Background: an optimization exercise with open tools, aiming at small area and a short achievable clock period. Do not read the settings as production practice. The RTL was checked by simulation tests, not by an equivalence proof against the original design. The clock port is modelled as an ideal driver; clocking choices that lean on that would not hold on a real chip. Power is estimated from default activity; no workload was simulated.

==> inputs of 12-28 <==
Design cpu_core, start of the top module:
module cpu_core(
	input clk, reset,
	output[15:0] mem_addr,
	output[15:0] mem_wdata,
	output mem_we,
	input[15:0] mem_rdata
	);
Settings: LEC_CHECK=0, CAP_MARGIN=20, CORE_MARGIN=2, CORE_UTILIZATION=40, SLEW_MARGIN=20; clock period 10.0 ns.
run.sh (not shown) runs the stock make flow with config.mk's settings and CLKGATE_MAP_FILE= SYNTH_SCRIPT=/design/flow/synth_recipe.tcl, a recipe that flattens the netlist after the stock synthesis.
==> 01-13: changes against 12-28 <==
==> flow/design.v (replaced) <==
module cpu_core(
	input clk, reset,
	output[15:0] mem_addr,
	output[15:0] mem_wdata,
	output mem_we,
	input[15:0] mem_rdata
	);
	localparam FETCH = 2'd0, DECODE = 2'd1, EX = 2'd2, WB = 2'd3;
	reg [1:0] ph;
	reg [15:0] instr, pc, addr_q, opa, opb, alu_q;
	reg we_q, rst_q, r15_q;
	reg [15:0] wdata_q;
	reg cout;
	reg [1:0] cg1, psr1;	 
	reg [2:0] cg2, psr2;	 
	wire fetch = ph == FETCH;
	wire dec = ph == DECODE;
	wire ex = ph == EX;
	wire wb = ph == WB;
	assign mem_addr = addr_q;	 
	assign mem_wdata = wdata_q;	 
	assign mem_we = we_q;
	wire [3:0] op = instr[15:12];
	wire [3:0] ox = instr[7:4];
	wire [3:0] rd = instr[11:8];
	wire [3:0] rs = instr[3:0];
	wire c_r = (op == 4'b0000) | (op == 4'b1000 & ox[2]);
	wire c_i = (op == 4'b0101) | (op == 4'b1001) | (op == 4'b1011) | (op == 4'b0001) |
	           (op == 4'b0010) | (op == 4'b0011) | (op == 4'b1101) | (op == 4'b1111) |
	           (op == 4'b1000 & ~ox[2]);
	wire c_l = (op == 4'b0100) & (ox == 4'b0000);
	wire c_s = (op == 4'b0100) & (ox == 4'b0100);
	wire c_j = (op == 4'b0100) & (ox != 4'b0000) & (ox != 4'b0100);
	wire c_b = (op == 4'b1100);
	wire known = c_r | c_i | c_l | c_s | c_j | c_b;
	wire c_ri = c_r | c_i;
	wire [3:0] f = c_r ? ox : op;		 
	wire f_or = f == 4'b0010, f_xor = f == 4'b0011;
	wire f_add = f == 4'b0101, f_sub = f == 4'b1001, f_cmp = f == 4'b1011;
	wire f_sll = c_r ? (ox == 4'b0100) : (op == 4'b1000);
	wire lui = ~c_r & (op == 4'b1111);
	wire f_mov = c_r ? (ox == 4'b1101) : (op == 4'b1101) | lui;
	wire d_sub = c_ri & (f_sub | f_cmp);
	wire nx_act = dec & known | ex;
	wire nx_wb = ex;
	reg is_add, is_sub, setznl, psr_en, rf_we, imm_ovf;
	reg s_l, s_j, s_sum, s_mov, s_or, s_xor, s_sll;
	always @(posedge clk) begin
		is_add <= nx_wb & (c_ri & f_add | c_b);
		is_sub <= nx_wb & d_sub;
		setznl <= nx_wb & c_ri & f_cmp;
		psr_en <= nx_wb & c_ri;
		imm_ovf <= c_i;
		rf_we <= wb & c_ri & ~f_cmp | ex & (c_l | c_j & (ox == 4'b1000));
		s_l <= c_l;
		s_j <= c_j;
		s_sum <= nx_act & c_b | nx_wb & c_ri & (f_add | f_sub | f_cmp);
		s_mov <= c_ri & f_mov;
		s_or <= c_ri & f_or;
		s_xor <= c_ri & f_xor;
		s_sll <= c_ri & f_sll;
	end
	reg [15:0] rf [0:15];
	wire [3:0] ra = dec ? rs : rd;
	reg [15:0] port;
	integer i;
	always @(*) begin
		port = 16'd0;
		for (i = 0; i < 16; i = i + 1)
			port = port | ({16{ra == i}} & rf[i]);
	end
	always @(posedge clk)
		rst_q <= ~reset;
	wire [15:0] rf_d = alu_q & {16{~rst_q}};
	always @(posedge clk)
		for (i = 0; i < 16; i = i + 1)
			if (rst_q | rf_we & (rd == i))
				rf[i] <= rf_d;
	wire [15:0] se_imm = {{8{instr[7]}}, instr[7:0]};
	wire [15:0] b_src = (c_ri & ~c_r) ? (lui ? {instr[7:0], 8'd0} : se_imm) :
	                    c_b ? se_imm : port;
	wire [15:0] a = opa;
	wire [15:0] b = opb;			 
	wire b15 = opb[15] ^ is_sub;
	wire [16:0] sum = {1'b0, a} + {1'b0, opb} + {16'd0, is_sub};
	wire c16 = sum[16];
	wire sign17 = a[15] ^ opb[15] ^ c16;	 
	wire eq = &(a ^ opb);			 
	wire [31:0] shl = {16'd0, a} << b[3:0];
	wire [15:0] sll = b[15] ? ((b[14:4] == 11'h7ff) ? shl[31:16] : 16'd0)
	                        : ((b[14:4] == 11'h000) ? shl[15:0] : 16'd0);
	wire [15:0] pc1 = pc + 16'd1;
	reg [15:0] other;
	always @(*) begin
		if (s_l) other = mem_rdata;
		else if (s_j) other = pc1;
		else if (s_mov) other = b;
		else if (s_or) other = a | b;
		else if (s_xor) other = a ^ b;
		else if (s_sll) other = sll;
		else other = a & b;
	end
	wire [15:0] res = s_sum ? sum[15:0] : other;
	wire ovf_e = imm_ovf & a[15] & b15 & ~r15_q;
	wire ovf_w = (~sum[15] & a[15] & b15) | (sum[15] & ~a[15] & ~b15);
	always @(posedge clk) begin
		r15_q <= addr_q[15];		 
		if (rst_q) begin
			cg1 <= 2'b0;
			cg2 <= 3'b0;
			cout <= 1'b0;
		end else begin
			if (is_add) begin
				cg1 <= {ovf_w, sign17};
				cout <= sign17;
			end
			if (is_sub) begin
				cg1 <= {ovf_w | sign17, ~c16};
				cout <= sign17;
			end
			if (setznl)
				cg2 <= {sign17, eq, ~c16};
		end
		if (rst_q) begin
			psr1 <= 2'b0;
			psr2 <= 3'b0;
		end else if (psr_en) begin
			psr1 <= is_add ? {ovf_e, cout} : is_sub ? {ovf_e | sign17, ~c16} : cg1;
			psr2 <= setznl ? {sign17, eq, ~c16} : cg2;
		end
	end
	wire carry = psr1[0], fl = psr1[1], low = psr2[0], zero = psr2[1], neg = psr2[2];
	reg cond;
	always @(*)
		case (rd)
			4'b0000: cond = zero;
			4'b0001: cond = ~zero;
			4'b0010: cond = carry;
			4'b0011: cond = ~carry;
			4'b0100: cond = low;
			4'b0101: cond = ~low;
			4'b0110: cond = neg;
			4'b0111: cond = ~neg;
			4'b1000: cond = fl;
			4'b1001: cond = ~fl;
			4'b1010: cond = ~low & ~zero;
			4'b1011: cond = low & zero;
			4'b1100: cond = ~neg & ~zero;
			4'b1101: cond = neg | zero;
			4'b1110: cond = 1'b1;
			default: cond = 1'b0;
		endcase
	wire [15:0] target = (c_j & cond) ? opb : (c_b & cond) ? alu_q : pc1;
	wire [15:0] pc_next = wb ? target : pc;
	always @(posedge clk) begin
		if (~reset) begin
			ph <= FETCH;
			pc <= 16'd0;
			addr_q <= 16'd0;
			we_q <= 1'b0;
		end else begin
			case (ph)
				FETCH: ph <= DECODE;
				DECODE: ph <= known ? EX : FETCH;
				EX: ph <= WB;
				default: ph <= FETCH;
			endcase
			pc <= pc_next;
			addr_q <= (dec & known) ? port : (ex & (c_l | c_s)) ? opb : pc_next;
			we_q <= ex & c_s;
		end
		if (fetch)
			instr <= mem_rdata;
		if (dec)
			opb <= b_src ^ {16{d_sub}};
		opa <= c_b ? pc : port;
		wdata_q <= port;		 
		alu_q <= res;
	end
endmodule
==> flow/flow/run.sh (new file) <==
#!/bin/bash
set -euo pipefail
export SETUP_SLACK_MARGIN=7.1
export BUFFER_PORTS_ARGS="-buffer_cell sky130_fd_sc_hd__buf_4"
export POST_CTS_TCL="$PWD/flow/clock_root.tcl"
bash standard.sh > standard.log 2>&1
==> flow/flow/clock_root.tcl (new file) <==
# Hook run at the end of the CTS step (POST_CTS_TCL). Clock tree synthesis puts
# one root buffer at the clock port, and that buffer only drives the two or
# three buffers of the tree's first level. Those buffers are driven from the
# port directly instead (the port then feeds at most three cell pins), which
# takes one buffer delay off every register's clock arrival alike.
set block [ord::get_db_block]
set clk_net [$block findNet clk]
set port_loads [$clk_net getITerms]
if { [llength $port_loads] == 1 } {
  set root [[lindex $port_loads 0] getInst]
  set master [[$root getMaster] getName]
  set out_net [[$root findITerm X] getNet]
  set loads {}
  foreach it [$out_net getITerms] {
    if { [$it getInst] != $root } { lappend loads $it }
  }
  puts "clock root $master [$root getName] drives [llength $loads] pins"
  if { [string match "sky130_fd_sc_hd__clkbuf_*" $master] && [llength $loads] <= 3 } {
    foreach it $loads {
      $it disconnect
      $it connect $clk_net
    }
    [$root findITerm A] disconnect
    [$root findITerm X] disconnect
    odb::dbInst_destroy $root
    odb::dbNet_destroy $out_net
    puts "clock root buffer removed; the port drives [llength $loads] buffers"
  }
}
==> flow/standard.sh (new file) <==
#!/bin/bash
# synth_recipe.tcl (not shown) runs the flow's synth.tcl, then flattens the netlist and writes it again
# the make line also repeats each setting of config.mk as NAME=value (left out here)
make -C /OpenROAD-flow-scripts/flow DESIGN_CONFIG=/design/flow/config.mk WORK_HOME=/design/flow/orfs CLKGATE_MAP_FILE= SYNTH_SCRIPT=/design/flow/synth_recipe.tcl "${@:-finish}"
Settings changed: ABC_AREA from default to 1, CORE_UTILIZATION 40 to 60, CTS_CLUSTER_DIAMETER from default to 100, CTS_CLUSTER_SIZE from default to 20.
removed: flow/run.sh
==> comparison <==
In 12-28 the fmax is smaller than in 01-13, by 45%. 01-13 completed without violations. 12-28 completed with no timing, DRC or antenna violations. In 12-28 the via count is higher than in 01-13, by 26%. Of 12-28 and 01-13, 12-28 has the higher die area (gap about 60%, measured against 01-13). Between 01-13 and 12-28, the lower critical path depth is in 01-13 (gap 16). Total power: 12-28 is smaller than 01-13 (22%). Of 12-28 and 01-13, 12-28 has the higher design area (gap 7.7%, measured against 01-13). Against 12-28, the clock power of 01-13 is smaller by about 36%. Between 12-28 and 01-13, the lower sequential power is in 12-28 (gap 30%, measured against 01-13). Of 01-13 and 12-28, 12-28 has the higher cell count (gap 14%, measured against 12-28).
==> figures <==
| quantity | 01-13 | 12-28 |
|---|---|---|
| Outcome | timing/DRC/antenna clean | timing/DRC/antenna clean |
| Proportion of synthesized chip area in sequential cells | 54.7% | 33.4% |
| Worst-case clock skew | 29.0 ps | 46.2 ps |
| Drt total wl | 68.6 mm | 97.3 mm |
| Final period utilization | 29.4% | 53.4% |
| Floorplan core area | 0.0325 mm^2 | 0.0524 mm^2 |
| Worst path arrival time | 940 ps | 5760 ps |
| Data buffer area share | 4.43% | 4.21% |
| Clock sink count | 397 | 353 |
| R2r worst-path depth | 12 | 17 |
| GR met2 Demand/Resource | 57.5% | 53.7% |
| Net count, final | 2477 | 2690 |
| Number of well taps | 442 | 688 |
| Max-area cell class | flip-flops and latches | multi-input combinational cells |
| Average routed wire per standard cell | 23.8 um | 29.1 um |
| Setup ws final | 7060 ps | 4660 ps |
| Fraction of area in multi-input gates | 36.5% | 55.8% |
| Die height | 186 um | 234 um |
| Stages on worst setup path | 1 | 17 |

## re-timing with driven ports
No port has a modelled driver above. Below, the same layouts with a new extraction and two added sets of constraints.
Step 1, drivers: a clkbuf_16 drives clk and a buf_2 each remaining input, both assumed.
Step 2, shift: input delay + t, output delay - t, t = (earliest + latest rising clock arrival at the registers) / 2. This alone moves slack from input paths to output paths.
a / b / c = ideal ports / drivers / drivers and shift; a / b = the first two.
run | t, ns | setup slack, ns | hold slack, ns | cell pins on the clock port's net
12-28 | 0.635 | 4.661 / 4.661 / 4.661 | 0.480 / 0.480 / 0.480 | 1
01-13 | 0.483 | 7.059 / 6.988 / 6.975 | 0.472 / 0.472 / 0.472 | 2
After both steps every run listed still meets setup and hold. The setup slack of 01-13, which loses most, moves by -0.071 ns with the drivers and by -0.084 ns with both steps.
